Context: an optimization exercise on an open-source flow, tuned for small area. The choices shown serve that exercise and are no tape-out recipe.
Where RTL was checked, it was by simulation tests only, not by an equivalence proof against the original.
Only the layout flow was run in runs 2 and 4; the RTL was not checked for function there.

**config.mk**
```make
export PLATFORM = sky130hd
export DESIGN_NAME = median_filter_resource_optimized
export DESIGN_NICKNAME = median_filter_resource_optimized
export VERILOG_FILES = /design/flow/design.v
export SDC_FILE = /design/flow/constraint.sdc
export NUM_CORES = 4
export LEC_CHECK = 0
export CAP_MARGIN = 20
export CORE_MARGIN = 2
export CORE_UTILIZATION = 40
export SLEW_MARGIN = 20
```
**constraint.sdc**
```tcl
create_clock -name core_clock -period 5.0 [get_ports {ck100m}]
set_input_delay 1.0000 -clock core_clock [delete_from_list [all_inputs] [get_ports {ck100m}]]
set_output_delay 1.0000 -clock core_clock [all_outputs]
set_load 0.01 [all_outputs]
```
**run.sh**
```bash
#!/bin/bash
# synth_recipe.tcl (not shown) runs the flow's synth.tcl, then flattens the netlist and writes it again
# the make line also repeats each setting of config.mk as NAME=value (left out here)
make -C /OpenROAD-flow-scripts/flow DESIGN_CONFIG=/design/flow/config.mk WORK_HOME=/design/flow/orfs CLKGATE_MAP_FILE= SYNTH_SCRIPT=/design/flow/synth_recipe.tcl finish
```
**design.v**
```verilog
module median_filter_resource_optimized
(
    input                ck100m,
    input                srst_n,
    input                enable,        
    input        [15:0]  in,
    output reg           out_enable,    
    output reg   [15:0]  out            
);
    localparam int DEPTH = 11;
    localparam int MEDIAN_INDEX = DEPTH / 2;
    localparam [1:0] ST_IDLE   = 2'b00,  
                     ST_SORT   = 2'b01,  
                     ST_OUTPUT = 2'b10;  
    reg [1:0] state;
    reg [15:0] window     [0:DEPTH-1];  
    reg [15:0] sort_array [0:DEPTH-1];  
    reg [$clog2(DEPTH):0] sort_count;   
    always @(posedge ck100m or negedge srst_n) begin
        if (~srst_n) begin
            for (int i = 0; i < DEPTH; i++) begin
                window[i] <= 16'd0;
            end
        end else if (enable) begin
            window[0] <= in;
            for (int i = 1; i < DEPTH; i++) begin
                window[i] <= window[i-1];
            end
        end
    end
    always @(posedge ck100m or negedge srst_n) begin
        if (~srst_n) begin
            state       <= ST_IDLE;
            sort_count  <= '0;
            out_enable  <= 1'b0;
            out         <= 16'd0;
            for (int i = 0; i < DEPTH; i++) sort_array[i] <= 16'd0;
        end else begin
            out_enable <= 1'b0;
            case (state)
                ST_IDLE: begin
                    if (enable) begin
                        sort_array[0] <= in;
                        for (int i = 1; i < DEPTH; i++) begin
                            sort_array[i] <= window[i-1];
                        end
                        sort_count <= '0;
                        state      <= ST_SORT;
                    end
                end
                ST_SORT: begin
                    for (int i = 0; i < (DEPTH/2); i++) begin
                        int idx1, idx2;
                        if (sort_count[0] == 1'b0) begin  
                            idx1 = 2*i;
                            idx2 = 2*i + 1;
                        end else begin                  
                            idx1 = 2*i + 1;
                            idx2 = 2*i + 2;
                        end
                        if (idx2 < DEPTH) begin
                            logic [15:0] d1, d2;  
                            d1 = sort_array[idx1];
                            d2 = sort_array[idx2];
                            sort_array[idx1] <= (d1 <= d2) ? d1 : d2;  
                            sort_array[idx2] <= (d1 <= d2) ? d2 : d1;  
                        end
                    end
                    sort_count <= sort_count + 1'b1;
                    if (sort_count == (DEPTH - 1)) begin
                        state <= ST_OUTPUT;
                    end
                end
                ST_OUTPUT: begin
                    out        <= sort_array[MEDIAN_INDEX];
                    out_enable <= 1'b1;
                    state      <= ST_IDLE;  
                end
                default: begin
                    state <= ST_IDLE;
                end
            endcase
        end
    end
endmodule
```
==> results of run 1 <==
per-stage QoR:
step	setup WS [ns]	cell area [sq um]
2_1_floorplan	1.28	20900
3_3_place_gp	0.471	21900
3_5_place_dp	0.443	21900
4_1_cts	0.426	23200
5_1_grt	0.0471	23300
6_report	0.355	23300
critical path, delay by kind of cell, from the launching register on:
kind,cells,cell delay (ns)
flops,1,0.60
simple gates,4,1.75
buf+inv,1,0.53
fa+ha+maj,1,0.34
compound gates,3,1.30
synth_stat cells (all sizes together) (6+ instances only):
master and instances:
dfrtp 360, nor2 59, mux2 222, inv 57
o221ai 14, and3 82, ha 82, or3 22
buf 45, a32o 13, mux2i 104, nor3 18
nor2b 8, o21ai 90, o2111ai 6, a21boi 26
nand2 252, nand4 26, a221oi 19, a21oi 200
o22ai 25, o211ai 30, a211oi 9, a221o 62
a22oi 19, nand3 62, nor4 7, a31oi 24
clkbuf 115
registers in the layout, summed over array words and instances, names as in the netlist:
signal and count:
out 16, out_enable 1, sort_array 176, state 2, window 160, sort_count 5
layout make-up:
| type | instances | area (sq um) |
|---|---|---|
| Antenna cell | 1 | 2.50 |
| Sequential cell | 360 | 9010 |
| Clock buffer | 64 | 1270 |
| Inverter | 58 | 218 |
| Tap cell | 680 | 851 |
| Fill cell | 4951 | 28300 |
| Timing Repair Buffer | 82 | 772 |
| Clock inverter | 13 | 86.3 |
| Multi-Input combinational cell | 1531 | 11100 |
per-layer routing:
layer,GRT usage (%),part of all wire [%]
met5,0,0
met4,7.86,3.0
met3,3.57,6.0
met2,37.8,46
met1,33.8,45
worst max-delay path by stage:
stage | endpoint | cells after the start | start | slack [ns]
after floorplan | sort_array[1][13] | 14 | sort_count[0] | 1.28
after global routing | sort_array[9][0] | 9 | sort_count[0] | 0.05
after CTS | sort_array[9][0] | 9 | sort_count[0] | 0.43
final | sort_array[9][0] | 9 | sort_count[0] | 0.35
after detailed placement | sort_array[9][4] | 9 | sort_count[0] | 0.44
after global placement | sort_array[9][0] | 9 | sort_count[0] | 0.47
cells by family (layout without fill, tap and decap cells):
| kind of cell | Yosys count | after routing | share of synthesized area [%] |
|---|---|---|---|
| XOR/XNOR | 2 | 2 | 0.0838 |
| adder cells (fa/ha/maj) | 82 | 82 | 4.91 |
| AO/OA/AOI/OAI | 568 | 568 | 18.1 |
| AND/OR/NAND/NOR | 553 | 553 | 12.6 |
| flip-flops | 360 | 360 | 43.1 |
| other | 0 | 1 | 0 |
| multiplexers | 326 | 326 | 16.9 |
| buffers and inverters | 218 | 217 | 4.32 |
==> key figures, run 1 <==
CTS
  – Worst-skew pair later-pin latency: 0.59 ns
  – Total CTS buffers: 43
  – TritonCTS clock tree: yes
  – Clock sink total: 360
  – Post-CTS sizing: 0
  – Root Buffer: clkbuf_16
  – Clock Tree Buf Depth: 3
  – H-tree depth: 2
  – CTS Hold Bufs: 0
  – Clock transition at path regs: 0.06 ns
  – Setup Buffers After CTS: 0

Global route
  – Gr ovfl total: 0
  – Initial antenna violation count: 0
  – Vias in the first global route: 17.2k
  – Largest net degree at the start of global routing: 164
  – GRT Overall Usage: 24.0%
  – First-pass GRT wire length: 102 mm

Synth
  – Post-synth top area share: 43.1%
  – Synth Warn #: 3
  – Cell variety after synth: 67
  – Mapped Cells: 2109
  – Post-synthesis sequential area ratio: 43.1%
  – Syn avg cell area: 9.91 sq um
  – Post-Syn Nets: 2210
  – Synth top area cells: dfrtp_1 43%, mux2_2 12%, mux2i_1 5.0%, ha_1 4.9%, a21oi_1 4.8%
  – Number of synthesized register bits: 360
  – Ys flop type: dfrtp_1
  – Top cell type by total area after synthesis: dfrtp_1
  – Number of enable flip-flop cells after synthesis: 0
  – Mapped cell area: 20900 sq um
  – Asr flop ratio synth: 100%

Finish
  – Nets: 2177
  – Proportion of layout cells with a drive suffix above 1: 17.3%
  – Final std cells w/o fill: 2789
  – Most common cell after layout, fill and taps aside: dfrtp_1
  – Most frequent cells in the layout: 359 x dfrtp_1, 248 x nand2_1, 222 x mux2_2
  – Util after Layout: 45.2%
  – Syn-to-layout area delta: 11.3%

Timing
  – Final min period: 4.65 ns
  – Final setup violation count: 0
  – Max Clock Freq: 0.215 GHz
  – Final Hold Fails: 0
  – Worst slew margin: 28.8%
  – Clock Skew: 0.0376 ns
  – Ratio of final minimum period to clock period: 92.9%
  – Final Max Slew Viols: 0
  – RSZ-0062 raised after global routing: false
  – WHS: 0.398 ns
  – Setup total negative slack: 0 ns
  – Worst slew pin tran: 1.07 ns

Route
  – Violation count after the first detailed-route iteration: 1494
  – DRT Wirelength: 64.2 mm
  – Antenna-violating nets left: 0
  – Via Count: 17.2k
  – DR WL/cell: 23.0 um
  – DRT Pass-1 Iters: 5
  – Via/cell ratio: 6.15
  – Residual DRC: 0

Setup path
  – CP max stage cell: o21ai_2
  – Endpoint kind of the worst setup timing path: flip-flop
  – Setup slack, reg-to-reg: 0.35 ns
  – Largest stage delay, worst path: 0.75 ns
  – CP startpoint kind: flip-flop
  – R2r startpoint: sort_count[0]
  – Crit Path Category: reg -> reg
  – CP Cell Sequence: inv_2, o21ai_0, ha_1, nand4_1, nor4_1, nand2_1, and2_1, o21ai_2, a221o_1
  – Critical path arrival: 5.15 ns
  – R2R cell count: 9
  – Critical Path Fanout Max: 38
  – R2r endpoint: sort_array[9][0]
  – CP required: 5.50 ns

Status
  – Status: timing/DRC/antenna clean

Run
  – Max cap viols: 0

Die
  – Die Ht: 233 um
  – Rows: 83
  – Io pins: 36
  – Starting Density: 40.6%
  – Die Area: 54100 sq um
  – Core area: 51500 sq um
  – Die width: 233 um

Place
  – Detail Placement HPWL: 42.7 mm
  – Inst Count DP: 2711
  – GPL Wtd Cong: 0.905
  – I/O Buffers: 35

Min path
  – Worst hold path class: in -> async
==> run 2, diff against run 1 <==
==> design.v (replaced) <==
module median_filter_resource_optimized
(
    input                ck100m,
    input                srst_n,
    input                enable,
    input        [15:0]  in,
    output               out_enable,
    output reg   [15:0]  out
);
    localparam int B  = 4;             
    localparam int S  = 16 / B;        
    localparam int NT = S - 1;         
    localparam int L  = 10 + NT;       
    reg [15:0] win [0:9];
    reg [15:0] tail [0:NT-1];          
    reg [L-1:0] cand;
    reg [2:0] k;                       
    reg [3:0] nval;                    
    reg [3:0] cnt;                     
    wire idle  = (cnt == 4'd0) | (cnt == 4'd13);
    wire start = idle & enable;
    assign out_enable = (cnt == 4'd13);
    always @(posedge ck100m or negedge srst_n) begin
        if (~srst_n) begin
            cnt  <= 4'd0;
            nval <= 4'd0;
        end else begin
            cnt <= start ? 4'd1 : (idle ? 4'd0 : cnt + 4'd1);
            if (enable && nval != 4'd10) nval <= nval + 4'd1;
        end
    end
    always @(posedge ck100m) begin
        if (enable) begin
            win[0] <= in;
            for (int i = 1; i < 10; i++) win[i] <= win[i-1];
            for (int t = 0; t < NT; t++) begin
                for (int b = 0; b < 16 - B*(t+1); b++)
                    tail[t][b] <= (t == 0) ? win[9][b] : tail[t-1][b];
            end
        end
    end
    logic [B-1:0] lane [0:L-1];
    always_comb begin
        for (int q = 0; q < L; q++) begin
            lane[q] = '0;
            if (start) begin
                if (q == 0)       lane[q] = in[15 -: B];
                else if (q <= 10) lane[q] = win[q-1][15 -: B];
            end else begin
                for (int j = 1; j < S; j++)
                    if (cnt == j) begin
                        if (q < 10)            lane[q] = win[q][15-B*j -: B];
                        else if (j >= q - 9)   lane[q] = tail[q-10][15-B*j -: B];
                    end
            end
        end
    end
    logic [L-1:0] c_cur, c_zero;
    logic [2:0] k_cur;
    logic [4:0] pc;
    logic [B-1:0] dbits;
    always_comb begin
        if (start) begin
            for (int q = 0; q < L; q++) c_cur[q] = (q == 0) || (q <= 10 && q <= nval);
            k_cur = (nval < 4'd5) ? 3'd7 : 3'(nval - 4'd5);
        end else begin
            c_cur = cand;
            k_cur = k;
        end
        for (int i = B - 1; i >= 0; i--) begin
            for (int q = 0; q < L; q++) c_zero[q] = c_cur[q] & ~lane[q][i];
            pc = '0;
            for (int q = 0; q < L; q++) pc = pc + {4'd0, c_zero[q]};
            dbits[i] = (k_cur != 3'd7) && (pc <= {2'd0, k_cur});
            if (dbits[i]) begin
                k_cur = k_cur - pc[2:0];
                for (int q = 0; q < L; q++) c_cur[q] = c_cur[q] & lane[q][i];
            end else begin
                c_cur = c_zero;
            end
        end
    end
    always @(posedge ck100m) begin
        k <= k_cur;
        for (int q = 0; q < L; q++)
            cand[q] <= (enable && !start) ? ((q == 0) ? 1'b0 : c_cur[q-1]) : c_cur[q];
        if (start) out[15 -: B] <= dbits;
        for (int j = 1; j < S; j++)
            if (cnt == j) out[15-B*j -: B] <= dbits;
    end
endmodule
==> key figures, run 2 <==
Finish
  – Most frequent cells in the layout: 384 x buf_4, 200 x edfxtp_1, 89 x nand2_1
  – Largest Register: win
  – Syn-to-layout area delta: 45.1%
  – FILL cells: 2313
  – Nets: 1471
  – Most common cell after layout, fill and taps aside: buf_4
  – Max FFs per register: 160
  – Final std cells w/o fill: 1777
  – Largest registers: win x160, tail x24, out x16
  – Number of diodes: 0
  – Proportion of layout cells with a drive suffix above 1: 39.9%

Timing
  – Worst slew pin tran: 0.915 ns
  – Max Clock Freq: 0.0479 GHz
  – Clock Skew: 0.0292 ns
  – RSZ-0062 raised after global routing: true
  – Ratio of final minimum period to clock period: 417%
  – Final Max Slew Viols: 0
  – Final setup violation count: 32
  – Final Hold Fails: 0
  – Worst slew margin: 39.0%
  – Final min period: 20.87 ns
  – Post-route setup slack: -15.87 ns

Die
  – Starting Density: 40.5%
  – Io pins: 36
  – Die Ht: 174 um
  – Rows: 62
  – Die Area: 30200 sq um
  – Die width: 174 um
  – Core area: 28500 sq um

Min path
  – Worst hold endpoint: win[6][3]
  – Worst hold path class: reg -> reg
  – Hold path depth: 0
  – Hold Startpoint: win[5][3]

Route
  – Violation count after the first detailed-route iteration: 789
  – DRT Wirelength: 34.1 mm
  – Via Count: 9314
  – DR WL/cell: 19.2 um
  – Via/cell ratio: 5.24
  – Antenna-violating nets left: 0
  – DRT Pass-1 Iters: 5
  – Residual DRC: 0

Setup path
  – Largest stage delay, worst path: 0.54 ns
  – Crit Path Category: reg -> reg
  – Total stage count of the critical path: 104
  – Delay-heaviest family, CP: adder cells
  – CP startpoint kind: flip-flop
  – Worst setup startpoint: cnt[0]
  – R2R cell count: 104
  – Buf+Inv Stages, Crit Path: 57
  – CP required: 5.44 ns
  – R2r startpoint: cnt[0]
  – Endpoint kind of the worst setup timing path: flip-flop
  – Critical path arrival: 21.31 ns
  – Setup slack, reg-to-reg: -15.87 ns
  – Critical Path Fanout Max: 8
  – Most used cell along the critical path: buf_4
  – CP max stage cell: fa_1
  – R2r endpoint: cand[4]

Global route
  – Initial antenna violation count: 0
  – GRT Overall Usage: 22.0%
  – Gr ovfl total: 0
  – First-pass GRT wire length: 51.9 mm
  – Vias in the first global route: 9498
  – Largest net degree at the start of global routing: 74

CTS
  – Worst-skew pair later-pin latency: 0.54 ns
  – H-tree depth: 1
  – TritonCTS clock tree: yes
  – CTS Hold Bufs: 0
  – Root Buffer: clkbuf_16
  – Clock sink total: 224
  – Total CTS buffers: 25
  – Clock transition at path regs: 0.06 ns
  – Clock Tree Buf Depth: 3

Synth
  – Cell variety after synth: 67
  – Top-count cell post-synth: edfxtp_1
  – Top cell type by total area after synthesis: edfxtp_1
  – Mapped Cells: 951
  – Ys flop type: edfxtp_1
  – Synth top area cells: edfxtp_1 52%, fa_1 6.2%, ha_1 4.3%, o21ai_0 4.2%, nand2_1 3.1%
  – Post-synthesis sequential area ratio: 56.5%
  – Asr flop ratio synth: 3.57%
  – Synth Warn #: 4
  – Number of enable flip-flop cells after synthesis: 200
  – Post-synth top area share: 52.0%
  – Top cells by count, synth: 200 x edfxtp_1, 96 x o21ai_0, 94 x nand2_1
  – Mapped cell area: 11500 sq um
  – Post-Syn Nets: 1046
  – Number of synthesized register bits: 224
  – Syn avg cell area: 12.1 sq um

Status
  – Status: finished with violations
  – Layout check faults: negative setup slack

Place
  – Detail Placement HPWL: 20.7 mm
  – GPL Wtd Cong: 0.908
  – I/O Buffers: 35
  – Pre-CTS WS: -15.42 ns
  – Inst Count DP: 1598

Run
  – Max cap viols: 0
run 2: changes by cell type after synthesis, moves of 36 or more:
| cell | delta |
|---|---|
| and3_1 | -78 |
| ha_1 | -42 |
| mux2_2 | -220 |
| nand3_1 | -40 |
| edfxtp_1 | +200 |
| dfrtp_1 | -352 |
| nand2_1 | -155 |
| fa_1 | +36 |
| mux2i_1 | -99 |
| clkbuf_1 | -88 |
| a21oi_1 | -170 |
run 2: cells by family (layout without fill, tap and decap cells):
kind of cell / count (synthesis) / after routing / synth area share [%]
simple gates: 242 / 243 / 10.2
compound gates: 231 / 231 / 13.7
flops: 224 / 224 / 56.5
buf+inv: 113 / 554 / 3.86
fa+ha+maj: 76 / 76 / 10.6
xor+xnor: 56 / 56 / 4.25
mux: 9 / 9 / 0.888
run 2: worst max path at each step:
| stage | endpoint | slack, ns |
|---|---|---|
| 2_1_floorplan | cand[6] | -15.42 |
| 3_3_place_gp | cand[2] | -15.16 |
| 3_5_place_dp | cand[1] | -15.42 |
| 4_1_cts | cand[1] | -15.13 |
| 5_1_grt | cand[2] | -16.50 |
| 6_report | cand[4] | -15.87 |
run 2: metrics by stage:
stage | hold slack (ns) | util, % | area [sq um] | TNS, ns
global placement | 0.421 | 50.4 | 14400 | -370.22
CTS | 0.437 | 57.3 | 16400 | -368.46
floorplan | 0.421 | - | 11700 | -375.39
global route | 0.447 | 58.7 | 16800 | -400.76
finish | 0.438 | 58.7 | 16800 | -382.34
detailed placement | 0.426 | 50.4 | 14400 | -377.11
run 2: final cells by class:
| cell class | instances | area (sq um) | area share [%] |
|---|---|---|---|
| multi-input combinational | 615 | 5170 | 30.8 |
| clock inverter | 15 | 109 | 0.650 |
| inverter | 68 | 278 | 1.66 |
| sequential | 224 | 6530 | 39.0 |
| tap | 384 | 480 | 2.87 |
| timing repair buffer | 440 | 3540 | 21.1 |
| clock buffer | 29 | 641 | 3.82 |
| timing repair inverter | 2 | 15.0 | 0.0896 |
run 2: routing by layer:
layer  part of all wire, %  wire [um]  track usage (%)  up-vias
met2                    49      16600             37.1      315
li1                      -          -                -     4327
met4                   5.1       1720             9.98        0
met3                   5.1       1750             3.15      102
met5                     0          0                0        -
met1                    41      14000             28.2     4570
run 2: what timing repair did:
item / CTS / global route
endpoints found under the setup margin: 32 / 32
cloned: 4 / 0
resized for setup: 70 / 52
pin swaps: 10 / 30
buffers inserted: 120 / 16
==> run 3, diff against run 2 <==
--- a/design.v
+++ b/design.v
@@ -8,5 +8,5 @@
     output reg   [15:0]  out
 );
-    localparam int B  = 4;             
+    localparam int B  = 2;             
     localparam int S  = 16 / B;        
     localparam int NT = S - 1;         
==> key figures, run 3 <==
Setup path
  – Most used cell along the critical path: fa_1
  – Setup slack, reg-to-reg: -6.30 ns
  – Critical path arrival: 11.74 ns
  – Crit Path Category: reg -> reg
  – Critical Path Fanout Max: 12
  – Endpoint kind of the worst setup timing path: flip-flop
  – CP max stage cell: fa_1
  – Largest stage delay, worst path: 0.57 ns
  – CP required: 5.43 ns
  – CP startpoint kind: flip-flop

Finish
  – Final std cells w/o fill: 1665
  – Most common cell after layout, fill and taps aside: buf_4
  – Final Instance Area: 16500 sq um
  – Nets: 1319
  – Number of diodes: 0
  – Max FFs per register: 160
  – Largest registers: win x160, tail x56, cand x17
  – Proportion of layout cells with a drive suffix above 1: 31.5%
  – Largest Register: win
  – Syn-to-layout area delta: 32.9%
  – Most frequent cells in the layout: 255 x buf_4, 232 x edfxtp_1, 61 x inv_1

Die
  – Starting Density: 40.6%
  – Core area: 30600 sq um
  – Die Ht: 180 um
  – Rows: 64
  – Die width: 180 um
  – Io pins: 36
  – Die Area: 32500 sq um

Synth
  – Ys flop type: edfxtp_1
  – Number of synthesized register bits: 260
  – Syn avg cell area: 12.8 sq um
  – Post-synth top area share: 56.1%
  – Asr flop ratio synth: 3.08%
  – Post-Syn Nets: 1041
  – Synth Warn #: 4
  – Mapped cell area: 12400 sq um
  – Mapped Cells: 971
  – Post-synthesis sequential area ratio: 61.0%
  – Top-count cell post-synth: edfxtp_1
  – Cell variety after synth: 83
  – Synth top area cells: edfxtp_1 56%, fa_1 3.9%, dfxtp_1 3.2%, ha_1 2.7%, inv_1 2.0%
  – Top cells by count, synth: 232 x edfxtp_1, 67 x inv_1, 58 x nand2_1
  – Top cell type by total area after synthesis: edfxtp_1
  – Number of enable flip-flop cells after synthesis: 232

Status
  – Status: finished with violations
  – Layout check faults: negative setup slack

Route
  – DR WL/cell: 19.6 um
  – Via Count: 9090
  – DRT Pass-1 Iters: 5
  – Residual DRC: 0
  – DRT Wirelength: 32.6 mm
  – Antenna-violating nets left: 0
  – Violation count after the first detailed-route iteration: 789
  – Via/cell ratio: 5.46

Place
  – Detail Placement HPWL: 23.5 mm
  – I/O Buffers: 35
  – GPL Wtd Cong: 0.906
  – Area post-placement: 15100 sq um
  – Inst Count DP: 1601

CTS
  – Root Buffer: clkbuf_16
  – Clock Tree Buf Depth: 3
  – Clock sink total: 260
  – H-tree depth: 1
  – Clock transition at path regs: 0.06 ns
  – CTS Hold Bufs: 0
  – Worst-skew pair later-pin latency: 0.54 ns
  – Total CTS buffers: 28
  – TritonCTS clock tree: yes

Timing
  – RSZ-0062 raised after global routing: true
  – Final Hold Fails: 0
  – Worst slew pin tran: 1.00 ns
  – Post-route setup slack: -6.30 ns
  – Setup total negative slack: -184.90 ns
  – Worst slew margin: 33.3%
  – Max Clock Freq: 0.0885 GHz
  – Clock Skew: 0.00714 ns
  – Final setup violation count: 36
  – Final min period: 11.30 ns
  – Ratio of final minimum period to clock period: 226%
  – Final Max Slew Viols: 0
  – WHS: 0.443 ns

Min path
  – Worst hold path class: reg -> reg

Global route
  – Gr ovfl total: 0
  – First-pass GRT wire length: 50.9 mm
  – Vias in the first global route: 9175
  – Initial antenna violation count: 0
  – Largest net degree at the start of global routing: 82
  – GRT Overall Usage: 19.8%

Run
  – Max cap viols: 0
[run 3: critical path: cells and delay by family, from the launching register on]
family / cells / cell delay (ns)
muxes: 1 / 0.31
and+or+nand+nor: 7 / 1.60
xor gates and xnor gates: 1 / 0.22
DFF: 1 / 0.43
adders and majority gates: 15 / 6.48
AOI/OAI and AO/OA: 9 / 1.43
buffers and inverters: 7 / 0.70
[run 3: area by class of cell]
cell class                 instances  area (sq um)
clock inverter                    13           118
clock buffer                      37           756
tap                              396           495
inverter                          72           278
sequential                       260          7570
timing repair buffer             305          2490
fill                            2562         14100
multi-input combinational        582          4790
[run 3: path summary, 6_finish.rpt]
path | startpoint | end | cells past startpoint
max | cnt[0] | cand[1] | 40
min | win[2][8] | win[3][8] | 0
max reg2reg | cnt[0] | cand[1] | 40
min reg2reg | win[2][8] | win[3][8] | 0
max in group asynchronous | srst_n | cnt[0] | 1
min in group asynchronous | srst_n | nval[0] | 1
[run 3: cells by family after synthesis]
kind of cell               after synthesis  synth area share [%]
AOI/OAI and AO/OA                      254                  14.9
xor gates and xnor gates                23                  1.62
adders and majority gates               51                  6.59
buffers and inverters                  129                  4.32
DFF                                    260                  61.0
muxes                                    9                 0.766
and+or+nand+nor                        245                  10.8
[run 3: timing repair]
item                                    4_1_cts  5_1_grt
gates cloned                                  1        0
pin swaps                                    43       13
buffers inserted                             11        4
gates resized for setup                      47       31
endpoints found under the setup margin       36       36
[run 3: metal layers]
metal,part of all wire [%],routed length [um],global-route usage (%)
met5,0,0,0
met1,44,14500,27.3
met3,5.3,1720,3.23
met4,2.9,955,5.97
met2,47,15500,32.4
[run 3: metrics by stage]
| stage | setup WS, ns | utilization (%) |
|---|---|---|
| after global placement | -6.71 | 49.4 |
| final | -6.30 | 53.9 |
| after CTS | -6.36 | 53.2 |
| after global routing | -6.66 | 53.9 |
| after floorplan | -6.64 | - |
| after detailed placement | -6.92 | 49.4 |
==> run 4, diff against run 3 <==
--- a/design.v
+++ b/design.v
@@ -56,4 +56,24 @@
         end
     end
+    function automatic [4:0] popcnt17(input [16:0] x);
+        logic t1, t2, t3, t4, t5, t6, t7, t8, t9, t10, t11, t12, t13, t14, t15, t16, t17, t18, t19, t20, t21, t22, t23, t24, t25, t26, t27, t28, t29, t30, t31, t32;
+        t1 = x[0] ^ x[1] ^ x[2]; t2 = (x[0] & x[1]) | (x[0] & x[2]) | (x[1] & x[2]);
+        t3 = x[3] ^ x[4] ^ x[5]; t4 = (x[3] & x[4]) | (x[3] & x[5]) | (x[4] & x[5]);
+        t5 = x[6] ^ x[7] ^ x[8]; t6 = (x[6] & x[7]) | (x[6] & x[8]) | (x[7] & x[8]);
+        t7 = x[9] ^ x[10] ^ x[11]; t8 = (x[9] & x[10]) | (x[9] & x[11]) | (x[10] & x[11]);
+        t9 = x[12] ^ x[13] ^ x[14]; t10 = (x[12] & x[13]) | (x[12] & x[14]) | (x[13] & x[14]);
+        t11 = x[15] ^ x[16]; t12 = x[15] & x[16];
+        t13 = t1 ^ t3 ^ t5; t14 = (t1 & t3) | (t1 & t5) | (t3 & t5);
+        t15 = t7 ^ t9 ^ t11; t16 = (t7 & t9) | (t7 & t11) | (t9 & t11);
+        t17 = t2 ^ t4 ^ t6; t18 = (t2 & t4) | (t2 & t6) | (t4 & t6);
+        t19 = t8 ^ t10 ^ t12; t20 = (t8 & t10) | (t8 & t12) | (t10 & t12);
+        t21 = t13 ^ t15; t22 = t13 & t15;
+        t23 = t14 ^ t16 ^ t17; t24 = (t14 & t16) | (t14 & t17) | (t16 & t17);
+        t25 = t22 ^ t23 ^ t19; t26 = (t22 & t23) | (t22 & t19) | (t23 & t19);
+        t27 = t24 ^ t18 ^ t20; t28 = (t24 & t18) | (t24 & t20) | (t18 & t20);
+        t29 = t26 ^ t27; t30 = t26 & t27;
+        t31 = t30 ^ t28; t32 = t30 & t28;
+        popcnt17 = {t32, t31, t29, t25, t21};
+    endfunction
     logic [L-1:0] c_cur, c_zero;
     logic [2:0] k_cur;
@@ -70,6 +90,5 @@
         for (int i = B - 1; i >= 0; i--) begin
             for (int q = 0; q < L; q++) c_zero[q] = c_cur[q] & ~lane[q][i];
-            pc = '0;
-            for (int q = 0; q < L; q++) pc = pc + {4'd0, c_zero[q]};
+            pc = popcnt17(c_zero);
             dbits[i] = (k_cur != 3'd7) && (pc <= {2'd0, k_cur});
             if (dbits[i]) begin
==> key figures, run 4 <==
Setup path
  – Critical Path Fanout Max: 6
  – CP required: 5.39 ns
  – Largest stage delay, worst path: 0.54 ns
  – Crit Path Category: reg -> reg
  – CP max stage cell: fa_1
  – Critical path arrival: 9.62 ns
  – CP startpoint kind: flip-flop
  – Endpoint kind of the worst setup timing path: flip-flop

Synth
  – Synth top area cells: edfxtp_1 56%, dfxtp_1 3.2%, fa_1 3.2%, ha_1 3.0%, a21oi_1 2.9%
  – Top-count cell post-synth: edfxtp_1
  – Asr flop ratio synth: 3.08%
  – Top cells by count, synth: 232 x edfxtp_1, 88 x nand2_1, 71 x a21oi_1
  – Synth Warn #: 4
  – Ys flop type: edfxtp_1
  – Post-synth top area share: 56.5%
  – Cell variety after synth: 77
  – Post-synthesis sequential area ratio: 61.4%
  – Post-Syn Nets: 1072
  – Mapped Cells: 1003
  – Number of enable flip-flop cells after synthesis: 232
  – Syn avg cell area: 12.3 sq um
  – Top cell type by total area after synthesis: edfxtp_1
  – Number of synthesized register bits: 260
  – Mapped cell area: 12300 sq um

Finish
  – Most frequent cells in the layout: 239 x buf_4, 232 x edfxtp_1, 83 x nand2_1
  – Final std cells w/o fill: 1705
  – Max FFs per register: 160
  – Largest Register: win
  – Util after Layout: 56.1%
  – Most common cell after layout, fill and taps aside: buf_4
  – Multi-input logic area: 5060 sq um
  – Register area: 7570 sq um
  – Number of diodes: 0
  – Syn-to-layout area delta: 38.8%
  – Proportion of layout cells with a drive suffix above 1: 34.1%
  – Largest registers: win x160, tail x56, cand x17
  – FILL cells: 2540
  – Nets: 1356

Route
  – Violation count after the first detailed-route iteration: 767
  – DRT Wirelength: 32.6 mm
  – Antenna-violating nets left: 0
  – Met3 WL: 1.29 mm
  – Met1 wire length: 14.8 mm
  – WL met2: 15.8 mm
  – Via Count: 8936
  – Residual DRC: 0
  – Via/cell ratio: 5.24
  – Top routing layer used: met4
  – DR WL/cell: 19.1 um
  – DRT Pass-1 Iters: 5

CTS
  – Clock Tree Buf Depth: 3
  – Root Buffer: clkbuf_16
  – CTS Hold Bufs: 0
  – Total CTS buffers: 29
  – Worst-skew pair later-pin latency: 0.54 ns
  – Clock transition at path regs: 0.06 ns
  – Clock sink total: 260
  – TritonCTS clock tree: yes
  – H-tree depth: 1

Timing
  – Max Clock Freq: 0.108 GHz
  – Clock Skew: 0.0156 ns
  – Final Max Slew Viols: 0
  – Final setup violation count: 36
  – Worst slew margin: 36.5%
  – Final min period: 9.23 ns
  – RSZ-0062 raised after global routing: true
  – Post-route setup slack: -4.23 ns
  – Final Hold Fails: 0
  – Worst slew pin tran: 0.953 ns
  – Ratio of final minimum period to clock period: 185%

Global route
  – First-pass GRT wire length: 50.1 mm
  – Gr ovfl total: 0
  – Vias in the first global route: 9095
  – GRT Overall Usage: 19.7%
  – Initial antenna violation count: 0
  – Largest net degree at the start of global routing: 160

Run
  – Max cap viols: 0

Status
  – Layout check faults: negative setup slack
  – Status: finished with violations

Die
  – Starting Density: 40.4%
  – Io pins: 36
  – Die Area: 32300 sq um
  – Core area: 30500 sq um
  – Rows: 64
  – Die Ht: 180 um
  – Die width: 180 um

Min path
  – Worst hold path class: reg -> reg

Place
  – GPL Wtd Cong: 0.847
  – Detail Placement HPWL: 21.9 mm
  – I/O Buffers: 35
  – Inst Count DP: 1604
-- run 4: cell count changes in the layout (fill, tap and decap cells not counted), sizes merged, moves of 9 or more --
cell     delta
nor4       -10
o21ai      +23
nor2       +23
xor2       +11
a21oi      +30
nand3      -12
nand2      +31
nand2b      +9
a22o       -10
a2bb2oi    -12
nor3       -13
-- run 4: cells by family after synthesis --
kind of cell | after synthesis | share of synthesized area (%)
simple gates | 252 | 9.95
xor+xnor | 38 | 2.82
mux | 5 | 0.456
flops | 260 | 61.4
compound gates | 270 | 14.6
buf+inv | 126 | 4.32
fa+ha+maj | 52 | 6.45
-- run 4: path summary, 6_finish.rpt --
| path | start | to | slack [ns] | cells after the start |
|---|---|---|---|---|
| max | cnt[0] | cand[15] | -4.23 | 43 |
| min in group asynchronous | srst_n | nval[3] | 0.80 | 1 |
| max reg2reg | cnt[0] | cand[15] | -4.23 | 43 |
| min reg2reg | win[1][9] | win[2][9] | 0.44 | 0 |
| max in group asynchronous | srst_n | cnt[1] | 3.82 | 1 |
| min | win[1][9] | win[2][9] | 0.44 | 0 |
-- run 4: timing repair --
| item | CTS | global route |
|---|---|---|
| pin swaps | 47 | 34 |
| endpoints found under the setup margin | 36 | 36 |
| buffers inserted | 39 | 9 |
| cloned | 3 | 2 |
| gates resized for setup | 107 | 62 |
-- run 4: final cells by class --
| class | count | share of cell area (%) |
|---|---|---|
| Multi-Input combinational cell | 617 | 29.6 |
| Clock buffer | 39 | 4.52 |
| Inverter | 67 | 1.61 |
| Timing Repair Buffer | 312 | 16.3 |
| Sequential cell | 260 | 44.2 |
| Tap cell | 396 | 2.90 |
| Clock inverter | 14 | 0.855 |
-- run 4: through the flow --
stage	cell area [sq um]	setup slack [ns]	TNS, ns	hold WS (ns)
after floorplan	12600	-3.90	-107.48	0.417
after global placement	14900	-4.27	-121.24	0.422
after detailed placement	14900	-4.43	-126.43	0.424
after CTS	16600	-4.03	-114.46	0.439
after global routing	17100	-4.55	-130.36	0.448
final	17100	-4.23	-119.87	0.437
-- run 4: worst max-delay path: cells and delay by family, from the launching register on --
| kind | cells | cell delay, ns |
|---|---|---|
| AND/OR/NAND/NOR | 10 | 1.25 |
| buffers and inverters | 13 | 1.32 |
| flip-flops | 1 | 0.40 |
| adder cells (fa/ha/maj) | 11 | 4.08 |
| AO/OA/AOI/OAI | 7 | 1.33 |
| XOR/XNOR | 2 | 0.68 |
-- run 4: metal layers --
layer	GRT usage (%)	vias to the layer above
li1	-	4307
met1	27.4	4382
met5	0	-
met2	33.0	200
met3	2.33	47
met4	4.85	0

-- afterwards: timing with drivers on the ports --
The flow's constraints put no driver on any port. The routed layouts listed below were extracted and timed again, unchanged, in two steps. Step 1: set_driving_cell puts a clkbuf_16 on ck100m and a buf_2 on each other input, an assumption about the parent block. Step 2, shift: input delay + t, output delay - t, t = (earliest + latest rising clock arrival at the registers) / 2. This alone moves slack from input paths to output paths. a / b / c = no drivers / after step 1 / after step 2; a / b = the first two.
run | t, ns | setup slack, ns | worst setup path at the end | worst register clock-pin slew, ns
run 1 | 0.630 | 0.355 / 0.355 / 0.355 | register to register | 0.06 / 0.06
run 2 | 0.572 | -15.868 / -15.868 / -16.005 | input to register | 0.06 / 0.06
run 3 | 0.583 | -6.304 / -6.304 / -6.753 | input to register | 0.06 / 0.06
run 4 | 0.580 | -4.229 / -4.229 / -4.396 | input to register | 0.07 / 0.07
For run 3, which loses most, drivers alone change the setup slack by 0.000 ns; drivers and shift together by -0.449 ns.
